Background: an optimization exercise with open tools, aiming at small area and a short achievable clock period. Do not read the settings as production practice.
The RTL was checked by simulation tests, not by an equivalence proof against the original design.
Power and IR drop assume default switching activity.

==> flow/design.v (outline; a module is shown in full before it is edited, if it fits) <==
// module register: 18 lines
// module delay: 26 lines
// module multiplexer: 12 lines
// module multiplier: 11 lines
// module adder: 12 lines
// module comparator: 10 lines
// module rectifier: 10 lines
// module distortion: 1496 lines
module distortion
#(
    parameter int WIDTH = 24
)
(
    input logic clk,
    input logic reset,
    input logic enable,
    input logic [WIDTH-1:0] in,
    input logic [WIDTH-1:0] gain,
    input logic [WIDTH-1:0] threshold,
    output logic [WIDTH-1:0] out
);
  // ...
==> flow/run.sh <==
#!/bin/bash
# synth_recipe.tcl (not shown) runs the flow's synth.tcl, then flattens the netlist and writes it again
# the make line also repeats each setting of config.mk as NAME=value (left out here)
make -C /OpenROAD-flow-scripts/flow DESIGN_CONFIG=/design/flow/config.mk WORK_HOME=/design/flow/orfs CLKGATE_MAP_FILE= SYNTH_SCRIPT=/design/flow/synth_recipe.tcl finish
==> flow/config.mk <==
export PLATFORM = sky130hd
export DESIGN_NAME = distortion
export DESIGN_NICKNAME = distortion
export VERILOG_FILES = /design/flow/design.v
export SDC_FILE = /design/flow/constraint.sdc
export NUM_CORES = 4
export LEC_CHECK = 0
export CAP_MARGIN = 20
export CORE_MARGIN = 2
export CORE_UTILIZATION = 40
export SETUP_SLACK_MARGIN = 4.6
export SLEW_MARGIN = 20
export TNS_END_PERCENT = 0
==> flow/constraint.sdc <==
create_clock -name core_clock -period 7.5 [get_ports {clk}]
set_input_delay 1.5000 -clock core_clock [delete_from_list [all_inputs] [get_ports {clk}]]
set_output_delay 1.5000 -clock core_clock [all_outputs]
set_load 0.01 [all_outputs]
==> out/qor.csv, run 1 <==
stage,metric,value,unit
run_status,outcome,finished clean,
cells_and_area,clk cell area share,0.0346,
timing,Setup TNS,0,ns
power,Tot Pwr,12.4,mW
cells_and_area,Final Util,0.475,
cells_and_area,buffering overhead,0.0868,
clocking,root buf cell,clkbuf_16,
power,peak supply drop,0.259,mV
clocking,CTS tree,yes,
power,Flop pwr share,0.206,
worst_setup_path,Critical Path RT,7.84,ns
worst_setup_path,CP Capture Point,r2[64]$_DFFE_PP_,
cells_and_area,multi-input gates,1530,
cells_and_area,"most common cell after layout, fill and taps aside",inv_1,
timing,Slew Limit Fails,0,
min_path,worst hold-check path type,reg2reg,
global_route,largest net degree at the start of global routing,75,
cells_and_area,clock buffer count,31,
cells_and_area,fraction of standard cell area in multi-input logic,0.557,
synth,Mapped Nets,2728,
worst_setup_path,kind of critical path,reg2reg,
power,Main power group,combinational logic,
synth,"Avg Cell Area, Syn",10.4,um2
synth,Post-synth EDFFs,162,
timing,Final min period,3.30,ns
placed_design,Inst Count DP,2983,
clocking,post-CTS setup buffer count,53,
power,Comb power frac,0.681,
drt,WL met3,6570,um
placed_design,Placement Setup Slack,3.19,ns
drt,1st-pass router iterations,7,
power,Switching Power,5.65,mW
synth,xor/xnor cell area share of the yosys netlist,0.126,
worst_setup_path,Critical Path Start,d[20]$_DFFE_PP_,
==> run 2: changes to the inputs <==
--- a/flow/design.v
+++ b/flow/design.v
@@ -117,22 +117,22 @@
 wire  [24:0] gx = {gain, 1'b0};
 always_comb begin
     for (int i = 0; i < 12; i++) begin
         e_one[i] = gx[2*i+1] ^ gx[2*i];
         e_two[i] = (gx[2*i+2] & ~gx[2*i+1] & ~gx[2*i]) | (~gx[2*i+2] & gx[2*i+1] & gx[2*i]);
         e_neg[i] = gx[2*i+2] & ~(gx[2*i+1] & gx[2*i]);
     end
 end
-logic v1, v2;
+logic v1, v2, v3;
 always_ff @(posedge clk or posedge reset) begin
     if (reset) begin
-        v1 <= 1'b0; v2 <= 1'b0;
+        v1 <= 1'b0; v2 <= 1'b0; v3 <= 1'b0;
     end else if (enable) begin
-        v1 <= 1'b1; v2 <= v1;
+        v1 <= 1'b1; v2 <= v1; v3 <= v2;
     end
 end
 always_ff @(posedge clk) begin
     if (enable) begin
         d <= in; b_one <= e_one; b_two <= e_two; b_neg <= e_neg; b_g23 <= gain[23];
     end
 end
 wire pp_0_0 = ((b_one[0] & d[0]) | (b_two[0] & 1'b0)) ^ b_neg[0];
@@ -1571,25 +1571,23 @@
 assign pg6[35] = pg5[35] | (pp5[35] & pg5[3]);
 assign pp6[35] = pp5[35] & pp5[3];
 assign pg6[36] = pg5[36] | (pp5[36] & pg5[4]);
 assign pp6[36] = pp5[36] & pp5[4];
 wire [36:0] pcarry = {pg6[35:0], 1'b0};
 wire [36:0] psum_w = pp0 ^ pcarry;
 wire [43:0] psum = {psum_w, 7'b0};
 logic [23:0] x, t;
-always_ff @(posedge clk or posedge reset) begin
-    if (reset) begin
-        x <= '0; t <= '0;
-    end else if (enable) begin
-        x <= v2 ? psum[43:20] : '0; t <= threshold;
+always_ff @(posedge clk) begin
+    if (enable) begin
+        x <= psum[43:20]; t <= threshold;
     end
 end
 wire        cmp_pos = x >= t;
 wire [25:0] neg_sum = {{2{x[23]}}, x} + {2'b00, t} + 26'h3FFFFFF;
 wire        cmp_neg = neg_sum[25];
 wire        cmp = x[23] ? cmp_neg : cmp_pos;
 wire [23:0] lvl = x[23] ? (~t + 24'd1) : t;
 always_ff @(posedge clk or posedge reset) begin
     if (reset) out <= '0;
-    else if (enable) out <= cmp ? lvl : x;
+    else if (enable) out <= v3 ? (cmp ? lvl : x) : '0;
 end
 endmodule
==> flow/config.mk (replaced) <==
export PLATFORM = sky130hd
export DESIGN_NAME = distortion
export DESIGN_NICKNAME = distortion
export VERILOG_FILES = /design/flow/design.v
export SDC_FILE = /design/flow/constraint.sdc
export NUM_CORES = 4
export LEC_CHECK = 0
export CAP_MARGIN = 20
export CORE_MARGIN = 2
export CORE_UTILIZATION = 40
export SETUP_SLACK_MARGIN = 4.4
export SLEW_MARGIN = 20
export TNS_END_PERCENT = 0
==> run 2 against run 1 <==
Compared with the run above: routed wire length down 5.7%; sequential power increased by 8.6%; fmax fell by 0.16%; global-route usage is 0.80 points lower; cell area decreased by 2.2%; cell count shrank 4.6%; sequential share of layout area increased by 1.5 points; clock skew up 0.0053 ns; worst hold slack gained 0.00088 ns; critical path depth shrank 1; first-iteration DRC count is 19% lower; sequential cell count is 1 higher; largest power group unchanged.
==> out/qor.csv, run 2 <==
stage,metric,value,unit,change
floorplan,Die W,243,um,was 246 um
global_route,number of global-route vias before repair,17700,,was 18600
drt,WL met3,6970,um,was 6570 um
power,Comb power frac,0.641,,was 0.681
drt,final antenna-violating net count,0,,unchanged
cells_and_area,# diodes,0,,was 1
cells_and_area,max FFs per register,101,,unchanged
drt,DRT met1 WL,27000,um,was 28500 um
drt,# DRC,0,,unchanged
cells_and_area,"most common cell after layout, fill and taps aside",inv_1,,unchanged
global_route,first-pass GRT wire length,101000,um,was 107000 um
drt,DR vias/cell,5.54,,was 5.73
synth,Mapped Nets,2577,,was 2728
worst_setup_path,Critical Path Slowest Stage Cell,fa_1,,unchanged
cells_and_area,Seq. cell area,0.00698,mm2,was 0.00672 mm2
worst_setup_path,Crit path top cell by count,fa_1,,unchanged
placed_design,Inst Count DP,2835,,was 2983
worst_setup_path,CP Buf/Inv Count,4,,was 5
clocking,Max H-tree Level,1,,unchanged
synth,post-synthesis mux area share,0.0110,,was 0.000481
power,Flop pwr share,0.233,,was 0.206
clocking,root buf cell,clkbuf_16,,unchanged
synth,Commonest cells post-synth,"inv_1 (329), a22oi_1 (273), fa_1 (241)",,"was inv_1 (302), a22oi_1 (274), fa_1 (241)"
power,internal power,6.82,mW,was 6.72 mW
worst_setup_path,crit path cell chain,"buf_4, buf_4, a22oi_1, xnor2_1, ha_1, inv_1, fa_1, fa_1, inv_1, fa_1",,"was buf_6, clkbuf_16, a22oi_2, xor2_1, fa_1, inv_1, fa_1, inv_1, fa_2, inv_2, fa_1"
global_route,GR Overflow Total,0,,unchanged
job,Max-Cap Viols,0,,unchanged
synth,post-synthesis compound-gate area fraction,0.138,,was 0.164
timing,RSZ-0062 raised after global routing,true,,unchanged
floorplan,Starting Density,0.405,,about the same
timing,Setup TNS,0,ns,unchanged
drt,met2 WL,28600,um,was 30800 um
worst_setup_path,kind of critical path,reg2reg,,unchanged
synth,ys async rst share,0.114,,was 0.314
power,Tot Pwr,11.9,mW,was 12.4 mW
drt,via count,16400,,was 17800
global_route,largest net degree at the start of global routing,86,,was 75
min_path,worst hold-check path type,reg2reg,,unchanged
synth,Simple-Gate Fraction of Synth Area,0.0366,,was 0.0539
worst_setup_path,crit end category,flip-flop,,unchanged
cells_and_area,Layout Cells excl Fill,2966,,was 3108
worst_setup_path,max incr delay on CP,0.56,ns,was 0.55 ns
worst_setup_path,CP Launch Type,flip-flop,,unchanged
timing,Max Clk Rate,0.302,GHz,was 0.303 GHz
clocking,CTS Sinks,237,,was 236
worst_setup_path,worst-path fanout max,5,,was 6
worst_setup_path,Worst Path Arrival,3.63,ns,was 3.64 ns
timing,Final Cycle Share,0.441,,was 0.440
drt,DRT Wirelength,65000,um,was 68900 um
timing,Final min period,3.31,ns,was 3.30 ns
clocking,CTS buffer count,29,,unchanged
placed_design,Port Buf Inserts,98,,unchanged
clocking,clock slew at reported path FFs,0.06,ns,about the same
clocking,"Hold-fix buffers, CTS",0,,unchanged
drt,initial DRC count,1389,,was 1717
cells_and_area,synth-to-layout area growth,17.2,%,about the same
worst_setup_path,Crit path max-delay family,adder cells,,unchanged
power,P_leak,11.2,nW,was 11.5 nW
power,clock network power share,0.126,,was 0.113
floorplan,io pins,99,,unchanged
cells_and_area,largest register by flop count,r2,,unchanged
cells_and_area,Final Cell Area,0.0268,mm2,was 0.0275 mm2
drt,1st-pass router iterations,6,,was 7
clocking,CTS tree,yes,,unchanged
synth,xor/xnor cell area share of the yosys netlist,0.130,,was 0.126
synth,main combinational cell family by area after synthesis,adder cells,,unchanged
synth,Yosys cell types,60,,was 74
synth,cells after synthesis,2104,,was 2255
power,Switching Power,5.07,mW,was 5.65 mW
global_route,initial antenna violation count,0,,was 1
timing,worst slew pin tran,0.776,ns,was 0.975 ns
synth,dominant synthesized flop cell,edfxtp_1,,unchanged
synth,"Avg Cell Area, Syn",10.9,um2,was 10.4 um2
worst_setup_path,r2r setup slk,4.19,ns,was 4.20 ns
worst_setup_path,Critical Path RT,7.83,ns,was 7.84 ns
synth,largest cells by area after synthesis,"edfxtp_1 (28%), fa_1 (21%), a22oi_1 (8.9%)",,"was edfxtp_1 (21%), fa_1 (21%), a22oi_1 (8.8%)"
power,PwrDens,443,mW/mm2,was 450 mW/mm2
synth,most common cell in the netlist,inv_1,,unchanged
global_route,GRT Overall Usage,0.220,,was 0.228
floorplan,Die Y,243,um,was 246 um
timing,Final Hold Fails,0,,unchanged
drt,top sig layer,met5,,was met4
placed_design,detailed placement HPWL,40900,um,was 43600 um
cells_and_area,layout cells sized above 1,0.111,,was 0.119
floorplan,Core Region,0.0565,mm2,was 0.0578 mm2
cells_and_area,most frequent cells in the layout,"inv_1 (327), a22oi_1 (258), xnor2_1 (228)",,"was inv_1 (296), a22oi_1 (240), fa_1 (219)"
timing,final worst slack,4.19,ns,was 4.20 ns
power,peak supply drop,0.212,mV,was 0.259 mV
synth,top cell type's share of synthesized area,0.275,,was 0.208
cells_and_area,multi-input logic area,0.0143,mm2,was 0.0153 mm2
synth,top cell type by total area after synthesis,edfxtp_1,,unchanged
placed_design,Placement Cell Area,0.0247,mm2,was 0.0251 mm2
clocking,Worst-Skew Late Latency,0.60,ns,was 0.61 ns
synth,register area share after synthesis,0.305,,was 0.287
floorplan,Die ar.,0.0592,mm2,was 0.0605 mm2
cells_and_area,nets,2660,,was 2792
placed_design,Placement Setup Slack,3.35,ns,was 3.19 ns
cells_and_area,Layout fillers,5131,,was 5286
timing,final setup violation count,0,,unchanged
synth,Synth Area in Adders,0.296,,was 0.290
timing,Rel. slew slack,0.469,,was 0.349
synth,#FFs+latches synth,237,,was 236
floorplan,row count,87,,was 88
timing,Slew Limit Fails,0,,unchanged
run_status,outcome,finished clean,,unchanged
synth,yosys warns,1,,unchanged
clocking,Longest Clk Path Bufs,3,,unchanged
timing,Worst Skew,0.0191,ns,was 0.0139 ns
drt,Wirelength per Cell,21.9,um,was 22.2 um
synth,Synth Cell Area,0.0229,mm2,was 0.0234 mm2
power,Sw Share,0.426,,was 0.457
synth,Post-synth EDFFs,210,,was 162
placed_design,GPL Wtd Cong,0.883,,was 0.894
==> run 2: cell types whose count changed after synthesis, sizes merged, moves of 26 or more <==
cell,before,now
o21ai,79,46
dfrtp,74,27
xnor2,206,232
inv,304,331
nand2,93,50
edfxtp,162,210
==> run 2: kinds of logic after synthesis <==
family                     count (synthesis)
AOI/OAI and AO/OA                        443
and+or+nand+nor                          158
buffers and inverters                    503
muxes                                     25
adders and majority gates                398
DFF                                      237
xor gates and xnor gates                 340
==> run 2: final cells by class <==
cell class | count | share of cell area
clock inverters | 14 | 0.00797
clock buffers | 40 | 0.0297
flip-flops and latches | 237 | 0.260
well taps | 756 | 0.0352
repair buffers | 223 | 0.0872
multi-input cells | 1364 | 0.533
inverters | 332 | 0.0467
==> run 2: routing by layer <==
metal | track usage | vias up
met4 | 0.0789 | 2
met3 | 0.0599 | 198
met5 | 0 | -
li1 | - | 7270
met1 | 0.296 | 8081
met2 | 0.341 | 893
==> run 2: metrics by stage <==
| stage | utilization | hold slack [ns] |
|---|---|---|
| finish | 0.475 | 0.470 |
| global route | 0.475 | 0.485 |
| CTS | 0.473 | 0.473 |
| detailed placement | 0.436 | 0.458 |
| global placement | 0.435 | 0.445 |
| floorplan | - | 0.431 |
==> run 2: final timing paths <==
path | from | cells after the start | end
min in group asynchronous | reset | 2 | out[1]$_DFFE_PP0P_
max in group asynchronous | reset | 2 | out[18]$_DFFE_PP0P_
max | b_one[6]$_DFFE_PP_ | 10 | r2[37]$_DFFE_PP_
max reg2reg | b_one[6]$_DFFE_PP_ | 10 | r2[37]$_DFFE_PP_
min | v1$_DFFE_PP0P_ | 1 | v1$_DFFE_PP0P_
min reg2reg | v1$_DFFE_PP0P_ | 1 | v1$_DFFE_PP0P_
==> run 2: what timing repair did <==
item                                   4_1_cts  5_1_grt
buffers inserted                            73        2
gates cloned                                 2        0
pin swaps                                   17        8
resized for setup                           64       24
endpoints found under the hold margin        0        0
setup endpoints to repair                  119       86
==> run 2: worst reg2reg max path, delay by kind of cell, from the launching register on <==
family | cells | cell delay [ns]
buffers and inverters | 4 | 0.44
flip-flops | 1 | 0.51
XOR/XNOR | 1 | 0.16
adder cells (fa/ha/maj) | 4 | 1.71
AO/OA/AOI/OAI | 1 | 0.22
==> run 2: power groups by stage <==
stage	logic, mW	clock network [mW]	registers, mW
final	7.63	1.50	2.77
after CTS	7.59	1.54	2.77
after global routing	8.66	1.59	2.83
after detailed placement	7.13	0	2.88
after global placement	6.86	0	2.87
after floorplan	5.07	0	2.73
==> run 3: changes to the inputs <==
--- a/flow/config.mk
+++ b/flow/config.mk
@@ -9,3 +9,3 @@
 export CORE_MARGIN = 2
-export CORE_UTILIZATION = 40
+export CORE_UTILIZATION = 50
 export SETUP_SLACK_MARGIN = 4.4
==> run 3 against run 2 <==
Compared with the run above: still clean on timing, DRC and antenna; utilization grew 11 points; sequential cell count is the same; combinational power grew 0.5%; non-clock buffer count shrank 27; fmax grew 0.23%; global-route usage grew 4.8 points; cell area shrank 1.9%; cell count shrank 6.3%; first-iteration DRC count grew 24%; highest routed layer unchanged.
==> out/qor.csv, run 3 <==
stage,metric,value,unit,change
run_status,outcome,finished clean,,unchanged
drt,initial DRC count,1716,,was 1389
synth,Commonest cells post-synth,"inv_1 (329), a22oi_1 (273), fa_1 (241)",,unchanged
floorplan,row count,78,,was 87
synth,Synth Cell Area,0.0229,mm2,unchanged
worst_setup_path,Worst Path Arrival,3.61,ns,was 3.63 ns
worst_setup_path,worst-path fanout max,6,,was 5
power,P_leak,10.9,nW,was 11.2 nW
timing,worst slew pin tran,0.969,ns,was 0.776 ns
worst_setup_path,Worst R2R End,r2[49]$_DFFE_PP_,,was r2[37]$_DFFE_PP_
worst_setup_path,Crit path max-delay family,adder cells,,unchanged
global_route,first-pass GRT wire length,98300,um,was 101000 um
synth,Mapped Nets,2577,,unchanged
placed_design,detailed placement HPWL,40300,um,was 40900 um
cells_and_area,largest register by flop count,r2,,unchanged
synth,post-synthesis mux area share,0.0110,,unchanged
drt,# DRC,0,,unchanged
cells_and_area,most frequent cells in the layout,"inv_1 (327), a22oi_1 (257), xnor2_1 (230)",,"was inv_1 (327), a22oi_1 (258), xnor2_1 (228)"
cells_and_area,synth-to-layout area growth,15.0,%,was 17.2%
synth,Synth Area in Adders,0.296,,unchanged
placed_design,Placement Setup Slack,3.37,ns,was 3.35 ns
clocking,"Hold-fix buffers, CTS",0,,unchanged
timing,Final Cycle Share,0.440,,was 0.441
global_route,GRT Overall Usage,0.269,,was 0.220
synth,register area share after synthesis,0.305,,unchanged
drt,1st-pass router iterations,5,,was 6
synth,#FFs+latches synth,237,,unchanged
worst_setup_path,Critical Path Slowest Stage Cell,fa_2,,was fa_1
worst_setup_path,CP Launch Type,flip-flop,,unchanged
timing,Final Hold Fails,0,,unchanged
synth,dominant synthesized flop cell,edfxtp_1,,unchanged
worst_setup_path,Crit path top cell by count,fa_2,,was fa_1
floorplan,Die Y,218,um,was 243 um
clocking,CTS buffer count,28,,was 29
placed_design,GPL Wtd Cong,0.916,,was 0.883
synth,top cell type's share of synthesized area,0.275,,unchanged
power,peak supply drop,0.239,mV,was 0.212 mV
timing,Rel. slew slack,0.350,,was 0.469
power,Tot Pwr,11.8,mW,was 11.9 mW
timing,Final min period,3.30,ns,was 3.31 ns
synth,Post-synth EDFFs,210,,unchanged
cells_and_area,# diodes,0,,unchanged
clocking,Worst-Skew Late Latency,0.58,ns,was 0.60 ns
floorplan,Die ar.,0.0475,mm2,was 0.0592 mm2
global_route,GR Overflow Total,0,,unchanged
synth,xor/xnor cell area share of the yosys netlist,0.130,,unchanged
clocking,Longest Clk Path Bufs,3,,unchanged
floorplan,Core Region,0.0453,mm2,was 0.0565 mm2
synth,"Avg Cell Area, Syn",10.9,um2,unchanged
worst_setup_path,crit end category,flip-flop,,unchanged
floorplan,io pins,99,,unchanged
placed_design,Port Buf Inserts,98,,unchanged
synth,yosys warns,1,,unchanged
drt,Wirelength per Cell,22.5,um,was 21.9 um
global_route,initial antenna violation count,1,,was 0
clocking,Max H-tree Level,1,,unchanged
cells_and_area,"most common cell after layout, fill and taps aside",inv_1,,unchanged
worst_setup_path,crit path cell chain,"buf_12, o21ai_4, xor2_2, buf_4, fa_2, fa_2, inv_1, fa_2, fa_1",,"was buf_4, buf_4, a22oi_1, xnor2_1, ha_1, inv_1, fa_1, fa_1, inv_1, fa_1"
cells_and_area,Final Cell Area,0.0263,mm2,was 0.0268 mm2
timing,RSZ-0062 raised after global routing,true,,unchanged
floorplan,Starting Density,0.506,,was 0.405
worst_setup_path,worst r2r src,b_two[0]$_DFFE_PP_,,was b_one[6]$_DFFE_PP_
placed_design,Placement Cell Area,0.0245,mm2,was 0.0247 mm2
timing,final worst slack,4.20,ns,was 4.19 ns
cells_and_area,max FFs per register,101,,unchanged
clocking,root buf cell,clkbuf_16,,unchanged
synth,Simple-Gate Fraction of Synth Area,0.0366,,unchanged
synth,ys async rst share,0.114,,unchanged
drt,final antenna-violating net count,0,,unchanged
min_path,WHS Path Cells,1,,unchanged
timing,Slew Limit Fails,0,,unchanged
timing,final setup violation count,0,,unchanged
job,Max-Cap Viols,0,,unchanged
min_path,worst hold-check path type,reg2reg,,unchanged
drt,DRT Wirelength,62500,um,was 65000 um
power,PwrDens,447,mW/mm2,was 443 mW/mm2
worst_setup_path,max incr delay on CP,0.54,ns,was 0.56 ns
synth,largest cells by area after synthesis,"edfxtp_1 (28%), fa_1 (21%), a22oi_1 (8.9%)",,unchanged
synth,cells after synthesis,2104,,unchanged
global_route,number of global-route vias before repair,17200,,was 17700
min_path,hold endpoint,v1$_DFFE_PP0P_,,unchanged
drt,via count,16300,,was 16400
worst_setup_path,r2r setup slk,4.20,ns,was 4.19 ns
clocking,CTS tree,yes,,unchanged
drt,DR vias/cell,5.86,,was 5.54
synth,post-synthesis compound-gate area fraction,0.138,,unchanged
min_path,hold wc startpoint,v1$_DFFE_PP0P_,,unchanged
synth,top cell type by total area after synthesis,edfxtp_1,,unchanged
clocking,clock slew at reported path FFs,0.06,ns,about the same
timing,Setup TNS,0,ns,unchanged
floorplan,Die W,218,um,was 243 um
clocking,CTS Sinks,237,,unchanged
worst_setup_path,Critical Path RT,7.81,ns,was 7.83 ns
synth,most common cell in the netlist,inv_1,,unchanged
synth,main combinational cell family by area after synthesis,adder cells,,unchanged
cells_and_area,layout cells sized above 1,0.0991,,was 0.111
timing,final hold slack,0.477,ns,was 0.470 ns
cells_and_area,nets,2632,,was 2660
worst_setup_path,R2R cell count,9,,was 10
worst_setup_path,kind of critical path,reg2reg,,unchanged
global_route,largest net degree at the start of global routing,75,,was 86
timing,Max Clk Rate,0.303,GHz,was 0.302 GHz
synth,Yosys cell types,60,,unchanged
timing,Worst Skew,0.0225,ns,was 0.0191 ns
worst_setup_path,CP Buf/Inv Count,3,,was 4
-- run 3: cell counts after synthesis --
No cell type changed its count.
-- run 3: worst max-delay path by stage --
stage	startpoint	endpoint	cells after the start
finish	b_two[0]$_DFFE_PP_	r2[49]$_DFFE_PP_	9
CTS	d[15]$_DFFE_PP_	r2[55]$_DFFE_PP_	8
detailed placement	b_neg[6]$_DFFE_PP_	r2[49]$_DFFE_PP_	7
global placement	b_neg[6]$_DFFE_PP_	r2[57]$_DFFE_PP_	7
global route	b_two[0]$_DFFE_PP_	r2[16]$_DFFE_PP_	10
floorplan	d[8]$_DFFE_PP_	r2[46]$_DFFE_PP_	9
-- run 3: area by class of cell --
type | count | area, um2
Tap cell | 600 | 751
Clock buffer | 31 | 712
Clock inverter | 20 | 215
Timing Repair Buffer | 196 | 2070
Inverter | 332 | 1250
Sequential cell | 237 | 6980
Fill cell | 3893 | 18900
Multi-Input combinational cell | 1364 | 14400
-- run 3: metal layers --
| layer | GRT usage | routed length (um) | vias to the layer above |
|---|---|---|---|
| met2 | 0.429 | 28600 | 802 |
| met4 | 0.0857 | 2010 | 2 |
| met5 | 0 | 18 | - |
| met1 | 0.358 | 26100 | 8129 |
| met3 | 0.0702 | 5810 | 156 |
| li1 | - | - | 7190 |
-- run 3: worst register-to-register path: stages, from the launching register on --
cell	delay [ns]
edfxtp_1	0.45
buf_12	0.18
o21ai_4	0.16
xor2_2	0.20
buf_4	0.16
fa_2	0.45
fa_2	0.54
inv_1	0.05
fa_2	0.34
fa_1	0.51
-- run 3: power breakdown --
part	switching, mW	internal [mW]
sequential	0.272	2.48
clock	0.565	0.793
combinational	4.20	3.47
-- run 3: logic make-up (layout without fill, tap and decap cells) --
group | Yosys count | count (layout)
flip-flops | 237 | 237
XOR/XNOR | 340 | 340
multiplexers | 25 | 25
buffers and inverters | 503 | 579
adder cells (fa/ha/maj) | 398 | 398
AND/OR/NAND/NOR | 158 | 158
AO/OA/AOI/OAI | 443 | 443
-- run 3: through the flow --
step / utilization / cells
final: 0.582 / 2780
after global routing: 0.582 / 2780
after CTS: 0.574 / 2770
after detailed placement: 0.540 / 2687
after global placement: 0.540 / 2687
after floorplan: - / 2104
-- run 3: timing repair --
| action | 4_1_cts | 5_1_grt |
|---|---|---|
| buffers inserted | 31 | 8 |
| pin swaps | 11 | 14 |
| cloned | 1 | 2 |
| endpoints found under the hold margin | 0 | 0 |
| gates resized for setup | 49 | 50 |
| endpoints found under the setup margin | 114 | 80 |
==> run 4: changes to the inputs <==
--- a/flow/config.mk
+++ b/flow/config.mk
@@ -9,3 +9,3 @@
 export CORE_MARGIN = 2
-export CORE_UTILIZATION = 50
+export CORE_UTILIZATION = 30
 export SETUP_SLACK_MARGIN = 4.4
==> run 4 against run 3 <==
Compared with the run above: combinational power increased by 2%; sequential share of layout area decreased by 1.0 points; routed wire length increased by 9.7%; area after synthesis unchanged; sequential power increased by 1%; sequential cell count unchanged; critical endpoint is now r2[18]$_DFFE_PP_; critical path depth unchanged; clock power increased by 12%; cell count increased by 15%.
==> out/qor.csv, run 4 <==
stage,metric,value,unit,change
floorplan,Die W,280,um,was 218 um
clocking,CTS Sinks,237,,unchanged
synth,top cell type's share of synthesized area,0.275,,unchanged
synth,ys async rst share,0.114,,unchanged
clocking,Max H-tree Level,1,,unchanged
timing,worst slew pin tran,0.897,ns,was 0.969 ns
min_path,worst hold-check path type,reg2reg,,unchanged
job,Max-Cap Viols,0,,unchanged
clocking,clock slew at reported path FFs,0.06,ns,about the same
power,PwrDens,443,mW/mm2,was 447 mW/mm2
synth,yosys warns,1,,unchanged
power,peak supply drop,0.203,mV,was 0.239 mV
synth,Yosys cell types,60,,unchanged
cells_and_area,Layout Cells excl Fill,3187,,was 2780
min_path,hold wc startpoint,v1$_DFFE_PP0P_,,unchanged
cells_and_area,layout cells sized above 1,0.120,,was 0.0991
synth,Mapped Nets,2577,,unchanged
worst_setup_path,CP Buf/Inv Count,3,,unchanged
global_route,initial antenna violation count,0,,was 1
synth,Commonest cells post-synth,"inv_1 (329), a22oi_1 (273), fa_1 (241)",,unchanged
drt,DRT met1 WL,28100,um,was 26100 um
placed_design,GPL Wtd Cong,0.868,,was 0.916
worst_setup_path,crit path cell chain,"buf_6, clkbuf_16, a22oi_2, xor2_2, fa_2, fa_2, fa_1, inv_1, fa_1",,"was buf_12, o21ai_4, xor2_2, buf_4, fa_2, fa_2, inv_1, fa_2, fa_1"
cells_and_area,nets,2659,,was 2632
clocking,"Hold-fix buffers, CTS",0,,unchanged
cells_and_area,"most common cell after layout, fill and taps aside",inv_1,,unchanged
synth,register area share after synthesis,0.305,,unchanged
drt,Wirelength per Cell,21.5,um,was 22.5 um
cells_and_area,Final Cell Area,0.0274,mm2,was 0.0263 mm2
synth,cells after synthesis,2104,,unchanged
drt,1st-pass router iterations,8,,was 5
cells_and_area,max FFs per register,101,,unchanged
cells_and_area,most frequent cells in the layout,"inv_1 (325), a22oi_1 (254), xnor2_1 (230)",,"was inv_1 (327), a22oi_1 (257), xnor2_1 (230)"
worst_setup_path,CP Launch Type,flip-flop,,unchanged
drt,top sig layer,met4,,was met5
global_route,GRT Overall Usage,0.173,,was 0.269
clocking,CTS buffer count,30,,was 28
cells_and_area,Final Util,0.362,,was 0.582
cells_and_area,Seq. cell area,0.00698,mm2,unchanged
drt,final antenna-violating net count,0,,unchanged
placed_design,detailed placement HPWL,43500,um,was 40300 um
run_status,outcome,finished clean,,unchanged
floorplan,Die ar.,0.0786,mm2,was 0.0475 mm2
global_route,largest net degree at the start of global routing,92,,was 75
timing,Setup TNS,0,ns,unchanged
worst_setup_path,max incr delay on CP,0.51,ns,was 0.54 ns
clocking,Worst-Skew Late Latency,0.61,ns,was 0.58 ns
worst_setup_path,Critical Path Start,b_two[5]$_DFFE_PP_,,was b_two[0]$_DFFE_PP_
drt,via count,16600,,was 16300
synth,top cell type by total area after synthesis,edfxtp_1,,unchanged
timing,final hold slack,0.470,ns,was 0.477 ns
power,Tot Pwr,12.1,mW,was 11.8 mW
synth,most common cell in the netlist,inv_1,,unchanged
timing,final setup violation count,0,,unchanged
worst_setup_path,worst r2r src,b_two[5]$_DFFE_PP_,,was b_two[0]$_DFFE_PP_
timing,Final min period,3.27,ns,was 3.30 ns
drt,met2 WL,31400,um,was 28600 um
placed_design,Placement Setup Slack,3.37,ns,about the same
timing,Slew Limit Fails,0,,unchanged
worst_setup_path,Worst Path Arrival,3.60,ns,was 3.61 ns
timing,final worst slack,4.23,ns,was 4.20 ns
clocking,root buf cell,clkbuf_16,,unchanged
global_route,GR Overflow Total,0,,unchanged
floorplan,row count,101,,was 78
synth,"Avg Cell Area, Syn",10.9,um2,unchanged
floorplan,Die Y,280,um,was 218 um
worst_setup_path,worst-path fanout max,6,,unchanged
drt,DR vias/cell,5.19,,was 5.86
timing,Final Cycle Share,0.435,,was 0.440
cells_and_area,largest register by flop count,r2,,unchanged
cells_and_area,# diodes,0,,unchanged
placed_design,Port Buf Inserts,98,,unchanged
timing,Max Clk Rate,0.306,GHz,was 0.303 GHz
clocking,CTS tree,yes,,unchanged
global_route,number of global-route vias before repair,17400,,was 17200
floorplan,Starting Density,0.303,,was 0.506
drt,DRT Wirelength,68600,um,was 62500 um
drt,WL met3,6390,um,was 5810 um
timing,RSZ-0062 raised after global routing,true,,unchanged
synth,largest cells by area after synthesis,"edfxtp_1 (28%), fa_1 (21%), a22oi_1 (8.9%)",,unchanged
global_route,first-pass GRT wire length,105000,um,was 98300 um
cells_and_area,Layout fillers,7397,,was 3893
placed_design,Inst Count DP,3054,,was 2687
floorplan,io pins,99,,unchanged
drt,initial DRC count,1501,,was 1716
worst_setup_path,crit end category,flip-flop,,unchanged
drt,# DRC,0,,unchanged
worst_setup_path,kind of critical path,reg2reg,,unchanged
clocking,Longest Clk Path Bufs,3,,unchanged
timing,Worst Skew,0.0172,ns,was 0.0225 ns
worst_setup_path,Crit path max-delay family,adder cells,,unchanged
worst_setup_path,Critical Path RT,7.84,ns,was 7.81 ns
synth,#FFs+latches synth,237,,unchanged
timing,Rel. slew slack,0.395,,was 0.350
placed_design,Placement Cell Area,0.0249,mm2,was 0.0245 mm2
synth,Synth Cell Area,0.0229,mm2,unchanged
cells_and_area,multi-input logic area,0.0145,mm2,was 0.0144 mm2
synth,dominant synthesized flop cell,edfxtp_1,,unchanged
worst_setup_path,Critical Path Slowest Stage Cell,fa_1,,was fa_2
synth,Post-synth EDFFs,210,,unchanged
power,P_leak,11.2,nW,was 10.9 nW
cells_and_area,synth-to-layout area growth,19.5,%,was 15.0%
floorplan,Core Region,0.0757,mm2,was 0.0453 mm2
timing,Final Hold Fails,0,,unchanged
-- run 4: cell counts after synthesis --
Identical to the previous run, type by type.
-- run 4: cells by family (layout without fill, tap and decap cells) --
kind of cell             after synthesis  after routing  share of synthesized area
AO/OA/AOI/OAI                        443            444                      0.138
XOR/XNOR                             340            340                      0.130
adder cells (fa/ha/maj)              398            398                      0.296
buffers and inverters                503            607                     0.0831
flip-flops                           237            237                      0.305
multiplexers                          25             25                     0.0110
AND/OR/NAND/NOR                      158            158                     0.0366
-- run 4: layout make-up --
cell class,count,area share
multi-input combinational,1365,0.528
timing repair buffer,220,0.0874
inverter,332,0.0462
clock inverter,22,0.0104
clock buffer,33,0.0278
sequential,237,0.255
tap,978,0.0447
-- run 4: where the power goes --
group          internal, mW  switching (mW)  leakage, nW
Combinational          3.55            4.25         8.30
Clock                 0.911           0.620        0.496
Sequential             2.48           0.304         2.37
-- run 4: timing repair --
action / 4_1_cts / 5_1_grt
hold endpoints to repair: 0 / 0
setup endpoints to repair: 114 / 82
pin swaps: 15 / 20
cloned: 1 / 3
resized for setup: 56 / 61
setup buffers: 67 / 7
-- run 4: metal layers --
layer,vias to the layer above,track usage
li1,7259,-
met1,8248,0.227
met2,858,0.278
met3,186,0.0383
met4,0,0.0627
met5,-,0
-- run 4: worst register-to-register path: stages, from the launching register on --
cell and delay, ns:
edfxtp_1 0.45, buf_6 0.17, clkbuf_16 0.17, a22oi_2 0.21, xor2_2 0.20, fa_2 0.46, fa_2 0.36, fa_1 0.51
inv_1 0.05, fa_1 0.44
-- run 4: worst paths after layout --
check / endpoint / cells after the start / slack (ns)
worst min-delay path: v1$_DFFE_PP0P_ / 1 / 0.47
worst max register to register: r2[18]$_DFFE_PP_ / 9 / 4.23
worst max-delay path: r2[18]$_DFFE_PP_ / 9 / 4.23
min in group asynchronous: out[1]$_DFFE_PP0P_ / 2 / 1.29
worst min register to register: v1$_DFFE_PP0P_ / 1 / 0.47
max in group asynchronous: out[12]$_DFFE_PP0P_ / 2 / 5.81

## afterwards: timing with drivers on the ports
In the flow no input, the clock included, has a driving cell. The finished layouts below were timed again as built, in two steps. Step 1 assumes that a clkbuf_16 drives the clock port and a buf_2 every other input. Step 2 adds t to the input delays and takes it off the output delays; t is the mean of the earliest and latest rising clock arrival at the registers after step 1. Input paths then give back, and output paths get back, about the clock's delay inside the block. Slacks: ideal ports / drivers / drivers and shift; pairs: ideal ports / drivers.
run | t (ns) | slack for setup (ns) | worst hold slack (ns) | latest minus earliest clock arrival (ns)
run 1 | 0.665 | 4.199 / 4.199 / 3.825 | 0.469 / 0.469 / 0.469 | 0.014 / 0.015
run 2 | 0.643 | 4.194 / 4.194 / 4.043 | 0.470 / 0.470 / 0.470 | 0.019 / 0.020
run 3 | 0.633 | 4.202 / 4.202 / 4.202 | 0.477 / 0.477 / 0.477 | 0.024 / 0.023
run 4 | 0.661 | 4.234 / 4.234 / 4.234 | 0.470 / 0.470 / 0.470 | 0.018 / 0.018
After both steps every run listed still meets setup and hold. The setup slack of run 1, which loses most, moves by 0.000 ns with the drivers and by -0.374 ns with both steps.
